Source: an optimization exercise on an open RTL-to-GDS flow (aim: small area, a short achievable clock period and few clock cycles). Production flows keep margins and buffers that such runs may drop. Only simulation tests tie the RTL to the original design; equivalence was not proved.

## flow/run.sh

```bash
#!/bin/bash
# synth_recipe.tcl (not shown) runs the flow's synth.tcl, then flattens the netlist and writes it again
# the make line also repeats each setting of config.mk as NAME=value (left out here)
make -C /OpenROAD-flow-scripts/flow DESIGN_CONFIG=/design/flow/config.mk WORK_HOME=/design/flow/orfs CLKGATE_MAP_FILE= SYNTH_SCRIPT=/design/flow/synth_recipe.tcl finish
```

## flow/config.mk

```make
export PLATFORM = sky130hd
export DESIGN_NAME = ieee754multiplier
export DESIGN_NICKNAME = ieee754multiplier
export VERILOG_FILES = /design/flow/design.v
export SDC_FILE = /design/flow/constraint.sdc
export NUM_CORES = 4
export LEC_CHECK = 0
export CAP_MARGIN = 20
export CORE_MARGIN = 2
export CORE_UTILIZATION = 50
export SLEW_MARGIN = 20
```

## flow/constraint.sdc

```tcl
create_clock -name core_clock -period 9.0 [get_ports {clk}]
set_input_delay 1.8000 -clock core_clock [delete_from_list [all_inputs] [get_ports {clk}]]
set_output_delay 1.8000 -clock core_clock [all_outputs]
set_load 0.01 [all_outputs]
```

## flow/design.v

```verilog
module ieee754multiplier (
    input logic clk, rst_n,
    input logic [31:0] a_i,
    input logic [31:0] b_i,
    input logic start_i,
    output logic done_o,
    output logic nan_o,
    output logic inifinit_o,
    output logic overflow_o,
    output logic underflow_o,
    output logic [31:0] product_o
);
typedef enum logic[1:0] {
    INITIAL_STATE = 2'b00,
    MULTIPLY_STEP = 2'b01,
    RESULT_VERIFICATION_STEP = 2'b10,
    DONE = 2'b11
} MULTIPLIER_FSM_STATE;
MULTIPLIER_FSM_STATE current_state;
logic [31:0] a_r, b_r;  
logic signal_a, signal_b;
logic [7:0] exponent_a, exponent_b;
logic [23:0] mantissa_a, mantissa_b;  
logic [47:0] mantissa_temp;
logic [9:0] exponent_temp;
logic [31:0] product_r;      
logic [1:0]  exponent_hi_r;  
always_comb begin : MULTIPLIER_COMB_BLOCK
    signal_a = a_r[31];  
    signal_b = b_r[31];  
    exponent_a = a_r[30:23];  
    exponent_b = b_r[30:23];  
    mantissa_a[23] = 1;
    mantissa_a[22:0] = a_r[22:0];   
    mantissa_b[23] = 1;
    mantissa_b[22:0] = b_r[22:0];   
    if (mantissa_a[22-:23] == 0 || mantissa_b[22-:23] == 0) begin  
        mantissa_temp = 0;  
        exponent_temp = 0;  
    end else begin
        mantissa_temp = mantissa_a * mantissa_b;  
        exponent_temp = exponent_a + exponent_b - 127;  
        if (mantissa_temp[47] == 1) begin  
            mantissa_temp = mantissa_temp >> 1;  
            exponent_temp = exponent_temp + 1;  
        end
    end
end
always_ff @(posedge clk, negedge rst_n) begin : MULTIPLIER_FF_BLOCK
    if(!rst_n) begin
        current_state <= INITIAL_STATE;
        a_r <= 32'b0;
        b_r <= 32'b0;
        product_r <= 32'b0;
        exponent_hi_r <= 2'b0;
        done_o <= 1'b0;
        nan_o <= 1'b0;
        inifinit_o <= 1'b0;
        overflow_o <= 1'b0;
        underflow_o <= 1'b0;
        product_o <= 32'b0;
    end else begin
        case (current_state)
            INITIAL_STATE, DONE: begin
                done_o <= 1'b0;
                if (start_i) begin
                    a_r <= a_i;
                    b_r <= b_i;
                    current_state <= MULTIPLY_STEP;
                end else begin
                    current_state <= INITIAL_STATE;
                end
            end
            MULTIPLY_STEP: begin
                product_r[31] <= signal_a ^ signal_b;  
                product_r[30:23] <= exponent_temp[7:0];  
                product_r[22:0] <= mantissa_temp[45:23];  
                exponent_hi_r <= exponent_temp[9:8];
                current_state <= RESULT_VERIFICATION_STEP;
            end
            RESULT_VERIFICATION_STEP: begin
                nan_o <= 1'b0;
                inifinit_o <= 1'b0;
                overflow_o <= 1'b0;
                underflow_o <= 1'b0;
                product_o <= product_r;
                if (product_r[30:23] == 8'hFF && product_r[22:0] != 23'b00) begin
                    nan_o <= 1'b1;
                    product_o <= 32'b00;
                end else if (product_r[30:23] == 8'b11111111 && product_r[22:0] == 23'b0) begin
                    inifinit_o <= 1'b1;
                end else if (exponent_hi_r[0] == 1'b1 || exponent_hi_r[1] == 1'b1) begin
                    overflow_o <= 1'b1;
                    product_o <= 32'h7FFFFFFF;
                end else if (product_r[30:23] == 8'b00000000) begin
                    underflow_o <= 1'b1;
                    product_o <= 32'b00;
                end
                done_o <= 1'b1;
                current_state <= DONE;
            end
        endcase
    end
end
endmodule
```

==> results of run 1 <==
[state kept, by name, indices dropped and copies added (netlist names), 2 cells and up]
register,flops
a_r,32
product_r,32
exponent_hi_r,2
product_o,32
b_r,32
current_state,2
[path summary, 6_finish.rpt]
path / end / slack, ps
max: product_r[6] / 780
min reg2reg: nan_o / 490
max in group asynchronous: b_r[10] / 6490
min in group asynchronous: product_o[26] / 1320
min: nan_o / 490
max reg2reg: product_r[6] / 780
[cell families (layout without fill, tap and decap cells)]
family / count (synthesis) / count (layout) / synth area share, %
buf+inv: 739 / 802 / 11.3
simple gates: 731 / 731 / 14.6
fa+ha+maj: 669 / 669 / 48.5
compound gates: 228 / 228 / 6.66
flops: 137 / 137 / 13.9
mux: 79 / 79 / 3.54
xor+xnor: 39 / 39 / 1.47
[through the flow]
stage	setup slack, ps	hold slack (ps)
2_1_floorplan	1750	449
3_3_place_gp	1010	465
3_5_place_dp	867	468
4_1_cts	835	492
5_1_grt	376	505
6_report	781	489
[cell type report]
class | instances | area [µm²]
fillers | 4486 | 21700
well taps | 664 | 831
repair buffers | 157 | 1440
clock buffers | 17 | 425
inverters | 613 | 2300
clock inverters | 15 | 181
multi-input cells | 1746 | 18500
flip-flops and latches | 137 | 3430
[synthesized netlist by cell type, types with 8 or more instances]
library cell and count:
sky130_fd_sc_hd__a21o_1 11, sky130_fd_sc_hd__a21oi_1 60, sky130_fd_sc_hd__a221o_1 8, sky130_fd_sc_hd__and2_1 238
sky130_fd_sc_hd__clkbuf_1 117, sky130_fd_sc_hd__dfrtp_1 137, sky130_fd_sc_hd__fa_1 482, sky130_fd_sc_hd__ha_1 187
sky130_fd_sc_hd__inv_1 610, sky130_fd_sc_hd__mux2_2 65, sky130_fd_sc_hd__mux2i_1 13, sky130_fd_sc_hd__nand2_1 307
sky130_fd_sc_hd__nand3_1 10, sky130_fd_sc_hd__nand4_1 14, sky130_fd_sc_hd__nor2_1 93, sky130_fd_sc_hd__nor2b_1 11
sky130_fd_sc_hd__nor3_1 13, sky130_fd_sc_hd__nor4_1 18, sky130_fd_sc_hd__o21ai_0 28, sky130_fd_sc_hd__o21bai_1 8
sky130_fd_sc_hd__o2bb2ai_1 45, sky130_fd_sc_hd__xnor2_1 21, sky130_fd_sc_hd__xor2_1 16
[critical path, cell delays in order, from the launching register on]
cell and delay (ps):
sky130_fd_sc_hd__dfrtp_1 760, sky130_fd_sc_hd__inv_1 350, sky130_fd_sc_hd__nor2_1 250, sky130_fd_sc_hd__fa_1 460, sky130_fd_sc_hd__fa_1 580, sky130_fd_sc_hd__inv_1 60, sky130_fd_sc_hd__fa_1 500, sky130_fd_sc_hd__fa_1 520
sky130_fd_sc_hd__inv_1 60, sky130_fd_sc_hd__fa_1 500, sky130_fd_sc_hd__fa_1 490, sky130_fd_sc_hd__inv_1 50, sky130_fd_sc_hd__fa_1 540, sky130_fd_sc_hd__inv_1 70, sky130_fd_sc_hd__ha_1 360, sky130_fd_sc_hd__a21oi_1 260
sky130_fd_sc_hd__a21boi_0 420, sky130_fd_sc_hd__nor3_1 100, sky130_fd_sc_hd__nor3_2 180, sky130_fd_sc_hd__buf_4 180, sky130_fd_sc_hd__a211o_1 310, sky130_fd_sc_hd__and2_1 420, sky130_fd_sc_hd__buf_4 340, sky130_fd_sc_hd__mux2i_1 250
sky130_fd_sc_hd__o2bb2ai_1 70
[routing by layer]
layer	routed length, µm	vias to the layer above	part of all wire, %	track usage [%]
met1	27600	9426	41	36.2
li1	-	8036	-	-
met3	3520	132	5.2	3.60
met5	0	-	0	0
met4	2350	0	3.4	9.66
met2	34700	540	51	50.3
==> implementation parameters, run 1 <==
Parameter                              Value

Outcome
  Run status    complete, no violations

Critical path
  Reg-to-Reg Start    b_r[0]
  Critical path capture point type    register
  Critical path class    register to register
  Startpoint kind of the worst setup timing path    register
  Path depth of the worst reg2reg path    24
  Arrival time worst endpoint    approximately 8600 ps
  Required time at the endpoint of the critical path    9340 ps
  Top fanout value on the critical path    19
  Crit. Startpoint    b_r[0]

Clock network
  Clock tree buffer depth    2
  Root Buffer Master    sky130_fd_sc_hd__clkbuf_16
  Total CTS buffers    17
  Hold buffer count at CTS    0
  TritonCTS clock tree    built
  Clock Latency Late Sink    470 ps
  Clock transition at path regs    ~70 ps
  H-Tree Level Count    4
  Number of instances resized during post-cts repair    0
  CTS sink count    between 100 and 150
  # Post-CTS Setup Buffers    0

Place
  Inst Count DP    3,317
  Placement-stage cell area    26,500 µm²
  Placer congestion estimate    0.965
  Port buffer count    103
  Placed wire-length estimate    55,700 µm

Synthesis
  Total of flip-flops plus latches after synthesis    around 140
  Primary FF master, synth    sky130_fd_sc_hd__dfrtp_1
  Post-synthesis cell type with the largest combined area    sky130_fd_sc_hd__fa_1
  Main area contributors after synthesis    sky130_fd_sc_hd__fa_1 (39%), sky130_fd_sc_hd__dfrtp_1 (14%), sky130_fd_sc_hd__ha_1 (9.5%)
  Post-Syn Instances    between 2,000 and 3,000
  Ys async rst share    100%
  Top-area cell type share of the netlist area    between 30% and 40%
  Cell area after technology mapping    approximately 25,000 µm²
  Sequential fraction of the synthesis area    13.9%
  Total nets after synthesis    ~3,400
  Count of cell types in the netlist    between 70 and 80
  Synth warn    1
  Synth Area per Inst    around 9.4 µm²
  Number of synthesized flops with an enable pin    0

Die
  Initial Util    50.6%
  Die Y    around 230 µm
  Std-Cell Core Area    just under 50,000 µm²
  Num rows    ~80
  Full die area    51,200 µm²
  Ports    roughly 100
  DIE WIDTH    roughly 230 µm

Route
  Drt first-iter violations    about 1,000
  Routed wire per std cell    around 20 µm
  Via density    around 5.4
  Drt total wl    68,200 µm
  Remaining routing DRC violations    0
  Post-route ant nets    0
  Pre-antenna DRT Iters    6
  Via Count    ~18,000

Layout
  Fraction of final layout cells sized beyond drive strength 1    approximately 6.3%
  Post-route core utilization    between 50% and 60%
  Most frequent standard cell in the layout excluding fill and tap cells    sky130_fd_sc_hd__inv_1
  Post-layout net count    between 3,000 and 4,000
  Leading cell types in the layout, fill and taps excluded    sky130_fd_sc_hd__inv_1 (610), sky130_fd_sc_hd__fa_1 (482), sky130_fd_sc_hd__nand2_1 (306)
  Final standard cell count with taps included and fillers excluded    ~3,300
  Final Cell Area    27,100 µm²
  Layout overhead on the synthesized area    9.72%
  Number of antenna cells inserted    0

Job
  Max_cap viols    0

Global route
  Maximum number of pins on one net before global-route repair    just over 80
  Combined global-route utilization of all metal layers    28.5%
  First-pass GRT wire length    approximately 110,000 µm
  Congestion Overflow GR    0
  Number of global-route vias before repair    19,974
  Number of antenna violations at the first check in global routing    1

Min path
  Critical hold path startpoint    nan_o
  Tightest Hold Check Type    register to register
  Instance count along the most critical hold path    1

STA
  Period utilization    91.3%
  Highest Clock Rate    approximately 120 MHz
  Rel. slew slack    about 28%
  Hold violation total from the final report    0
  Min cycle time layout    between 8000 and 9000 ps
  Final setup skew    between 20 and 30 ps
  Final setup violation count    0
  Number of slew-limit violations in the final report    0
  RSZ-0062 raised after global routing    false
  Setup_tns    0 ps
  Actual slew at the worst max-slew pin    between 1000 and 1500 ps
Testbench counts, summed over its fixed seeds: cycles 9,608.
==> inputs of run 2 (changes only) <==
==> flow/design.v (replaced) <==
module ieee754multiplier (
    input logic clk, rst_n,
    input logic [31:0] a_i,
    input logic [31:0] b_i,
    input logic start_i,
    output logic done_o,
    output logic nan_o,
    output logic inifinit_o,
    output logic overflow_o,
    output logic underflow_o,
    output logic [31:0] product_o
);
logic        zero;
logic [47:0] m;
logic        norm;        
logic [22:0] frac;
logic        frac_nz;
logic [9:0]  e0, e1, e;
logic        sign;
logic        nan_d, inf_d, ovf_d, unf_d;
logic [31:0] prod_d;
always_comb begin
    sign    = a_i[31] ^ b_i[31];
    zero    = (a_i[22:0] == 23'd0) || (b_i[22:0] == 23'd0);
    m       = {1'b1, a_i[22:0]} * {1'b1, b_i[22:0]};
    norm    = m[47];
    frac    = norm ? m[46:24] : m[45:23];
    frac_nz = norm ? (m[46:24] != 23'd0) : (m[45:23] != 23'd0);
    e0      = {2'b00, a_i[30:23]} + {2'b00, b_i[30:23]} - 10'd127;
    e1      = {2'b00, a_i[30:23]} + {2'b00, b_i[30:23]} - 10'd126;
    e       = norm ? e1 : e0;
    nan_d  = 1'b0;
    inf_d  = 1'b0;
    ovf_d  = 1'b0;
    unf_d  = 1'b0;
    prod_d = {sign, e[7:0], frac};
    if (zero) begin
        unf_d  = 1'b1;
        prod_d = 32'd0;
    end else if (e[7:0] == 8'hFF && frac_nz) begin
        nan_d  = 1'b1;
        prod_d = 32'd0;
    end else if (e[7:0] == 8'hFF) begin
        inf_d  = 1'b1;
    end else if (e[9:8] != 2'b00) begin
        ovf_d  = 1'b1;
        prod_d = 32'h7FFFFFFF;
    end else if (e[7:0] == 8'h00) begin
        unf_d  = 1'b1;
        prod_d = 32'd0;
    end
end
always_ff @(posedge clk, negedge rst_n) begin
    if (!rst_n) done_o <= 1'b0;
    else        done_o <= start_i;
end
always_ff @(posedge clk) begin
    nan_o       <= nan_d;
    inifinit_o  <= inf_d;
    overflow_o  <= ovf_d;
    underflow_o <= unf_d;
    product_o   <= prod_d;
end
endmodule
==> implementation parameters, run 2 <==
Parameter                              Value

Outcome
  Run status    complete, but fails checks
  Blocking Checks    negative setup slack

Synthesis
  Primary FF master, synth    sky130_fd_sc_hd__dfxtp_1
  Count of cell types in the netlist    75 (unchanged)
  Total nets after synthesis    3,178 (-5.4%)
  Ys async rst share    2.70% (-97 points)
  Top-area cell type share of the netlist area    45.6% (+6.5 points)
  Post-synthesis cell type with the largest combined area    sky130_fd_sc_hd__fa_1
  Synth Area per Inst    8.64 µm² (-8.2%)
  Post-Syn Instances    2,450 (-6.6%)
  Sequential fraction of the synthesis area    3.52% (-10 points)
  Most used standard cell by instance count after synthesis    sky130_fd_sc_hd__inv_1
  Number of synthesized flops with an enable pin    0 (unchanged)
  Synth warn    1 (unchanged)
  Cell area after technology mapping    21,200 µm² (-14%)
  Most used standard cells in the synthesized netlist    sky130_fd_sc_hd__inv_1 (602), sky130_fd_sc_hd__fa_1 (482), sky130_fd_sc_hd__nand2_1 (328)
  Total of flip-flops plus latches after synthesis    37 (-73%)
  Main area contributors after synthesis    sky130_fd_sc_hd__fa_1 (46%), sky130_fd_sc_hd__inv_1 (11%), sky130_fd_sc_hd__ha_1 (11%)

STA
  Actual slew at the worst max-slew pin    815 ps (-271 ps)
  Final hold slack    1650 ps (+1160 ps)
  Rel. slew slack    45.7% (+18 points)
  Final setup violation count    34 (+34)
  Highest Clock Rate    109 MHz (-11%)
  Period utilization    102% (+11 points)
  RSZ-0062 raised after global routing    true
  Number of slew-limit violations in the final report    0 (unchanged)
  Hold violation total from the final report    0 (unchanged)
  Min setup slack post-route    -205 ps (-986 ps)
  Min cycle time layout    9210 ps (+986 ps)

Critical path
  Largest stage delay on the critical path    610 ps (-150 ps)
  Top fanout value on the critical path    6 (-13)
  Startpoint kind of the worst setup timing path    input pin
  Critical path capture point type    register
  Critical path class    input pin to register
  Highest-delay cell along the critical path    sky130_fd_sc_hd__fa_2
  Required time at the endpoint of the critical path    9170 ps (-170 ps)
  Arrival time worst endpoint    9380 ps (+820 ps)

Layout
  Final standard cell count with taps included and fillers excluded    3,505 (+4.7%)
  Number of antenna cells inserted    0 (unchanged)
  Fraction of final layout cells sized beyond drive strength 1    30.4% (+24 points)
  Post-layout net count    3,693 (+8.4%)
  Layout overhead on the synthesized area    35.6%
  Number of flip-flops in the largest register    32
  Register with the highest flop count    product_o
  Most frequent standard cell in the layout excluding fill and tap cells    sky130_fd_sc_hd__inv_1
  Leading cell types in the layout, fill and taps excluded    sky130_fd_sc_hd__inv_1 (541), sky130_fd_sc_hd__fa_1 (430), sky130_fd_sc_hd__buf_4 (397)

Global route
  Combined global-route utilization of all metal layers    32.6% (+4.1 points)
  Number of antenna violations at the first check in global routing    0 (-1)
  First-pass GRT wire length    110,000 µm (+0.20%)
  Congestion Overflow GR    0 (unchanged)
  Maximum number of pins on one net before global-route repair    36 (-56%)
  Number of global-route vias before repair    20,161 (+0.94%)

Clock network
  Root Buffer Master    sky130_fd_sc_hd__clkbuf_16
  Clock transition at path regs    60 ps (about the same)
  Total CTS buffers    5 (-12)
  H-Tree Level Count    2 (-2)
  Hold buffer count at CTS    0 (unchanged)
  CTS sink count    37 (-73%)
  Clock tree buffer depth    2 (unchanged)
  TritonCTS clock tree    built

Die
  Initial Util    50.6% (about the same)
  Std-Cell Core Area    41,900 µm² (-14%)
  DIE WIDTH    210 µm (-7.3%)
  Ports    104 (unchanged)
  Die Y    210 µm (-7.3%)
  Num rows    75 (-7.4%)
  Full die area    44,000 µm² (-14%)

Route
  Via density    5.31 (-1.9%)
  Routed wire per std cell    19.8 µm (-2.6%)
  Drt first-iter violations    1,083 (+6.1%)
  Drt total wl    69,500 µm (+1.9%)
  Remaining routing DRC violations    0 (unchanged)
  Post-route ant nets    0 (unchanged)
  Via Count    18,626 (+2.7%)
  Pre-antenna DRT Iters    5 (-1)

Place
  Placer congestion estimate    0.909 (-5.8%)
  Port buffer count    103 (unchanged)
  Inst Count DP    3,351 (+1.0%)
  Placed wire-length estimate    54,800 µm (-1.5%)

Job
  Max_cap viols    0 (unchanged)

Min path
  Tightest Hold Check Type    input pin to async pin
## run 2: cell count changes in the layout (fill, tap and decap cells not counted), moves of 52 or more
cell                      before  now
sky130_fd_sc_hd__buf_4        53  397
sky130_fd_sc_hd__buf_6         2   70
sky130_fd_sc_hd__fa_1        482  430
sky130_fd_sc_hd__mux2_2       65    7
sky130_fd_sc_hd__fa_2          0   52
sky130_fd_sc_hd__inv_1       610  541
sky130_fd_sc_hd__inv_2         0   54
sky130_fd_sc_hd__dfrtp_1     137    1
## run 2: what timing repair did
item                                    4_1_cts  5_1_grt
gates resized for setup                     414      248
endpoints found under the setup margin       36       36
setup buffers                               101       34
pin swaps                                   155      150
gates cloned                                 20        4
## run 2: worst max-delay path by stage
stage | startpoint | slack (ps) | end
global placement | a_i[7] | -1070 | product_o[3]
finish | a_i[4] | -210 | product_o[8]
floorplan | a_i[12] | 0.8 | product_o[4]
global route | a_i[4] | -420 | product_o[31]
detailed placement | a_i[7] | -1060 | product_o[25]
CTS | b_i[5] | -190 | product_o[1]
## run 2: cells by family (layout without fill, tap and decap cells)
kind of cell    after synthesis  in the layout  share of synthesized area [%]
xor+xnor                     42             42                           1.74
fa+ha+maj                   661            661                           56.1
simple gates                744            744                           17.3
flops                        37             37                           3.52
compound gates              224            224                           7.17
mux                          23             23                           1.13
buf+inv                     719           1235                           13.0
## run 2: area by class of cell
| class | count | area [µm²] |
|---|---|---|
| repair buffers | 623 | 6030 |
| flip-flops and latches | 37 | 746 |
| fillers | 3292 | 13100 |
| inverters | 604 | 2300 |
| multi-input cells | 1694 | 18800 |
| clock buffers | 5 | 125 |
| clock inverters | 3 | 21.3 |
| well taps | 539 | 674 |
## run 2: metrics by stage
step                area (µm²)  utilization (%)  setup slack (ps)  TNS [ps]
floorplan                21200                -             0.806         0
global placement         25600             61.2             -1070    -37180
detailed placement       25600             61.2             -1060    -36780
CTS                      28000             66.9              -194     -5910
global route             28700             68.6              -416    -13660
finish                   28700             68.6              -205     -6010
## run 2: worst max-delay path: cells and delay by family
kind | cells | cell delay [ps]
compound gates | 6 | 1280
xor+xnor | 1 | 160
fa+ha+maj | 8 | 4000
buf+inv | 11 | 1360
simple gates | 3 | 730
## run 2: metal layers
layer / vias to the layer above / wire (µm) / GRT usage [%]
li1: 8353 / - / -
met1: 9394 / 27300 / 41.8
met2: 700 / 33100 / 53.9
met3: 179 / 5580 / 6.96
met4: 0 / 3450 / 13.3
met5: - / 0 / 0
Testbench counts of run 2, summed over its fixed seeds: cycles 3,208.

what the ideal ports hide:
No port has a modelled driver above. Below, the same layouts with a new extraction and two added sets of constraints.
Step 1, drivers: a clkbuf_16 drives clk and a buf_2 each remaining input, both assumed.
Step 2 also shifts input and output timing later by t, the mid clock arrival at the registers, as if the neighbouring blocks saw the same clock.
a / b / c = ideal ports / drivers / drivers and shift; a / b = the first two.
run	t (ns)	slack for setup (ns)	worst slew at a driven data input, ns
run 1	0.502	0.781 / 0.781 / 0.781	0.05
run 2	0.314	-0.205 / -0.216 / -0.529	0.05
For run 2, which loses most, drivers alone change the setup slack by -0.011 ns; drivers and shift together by -0.324 ns.
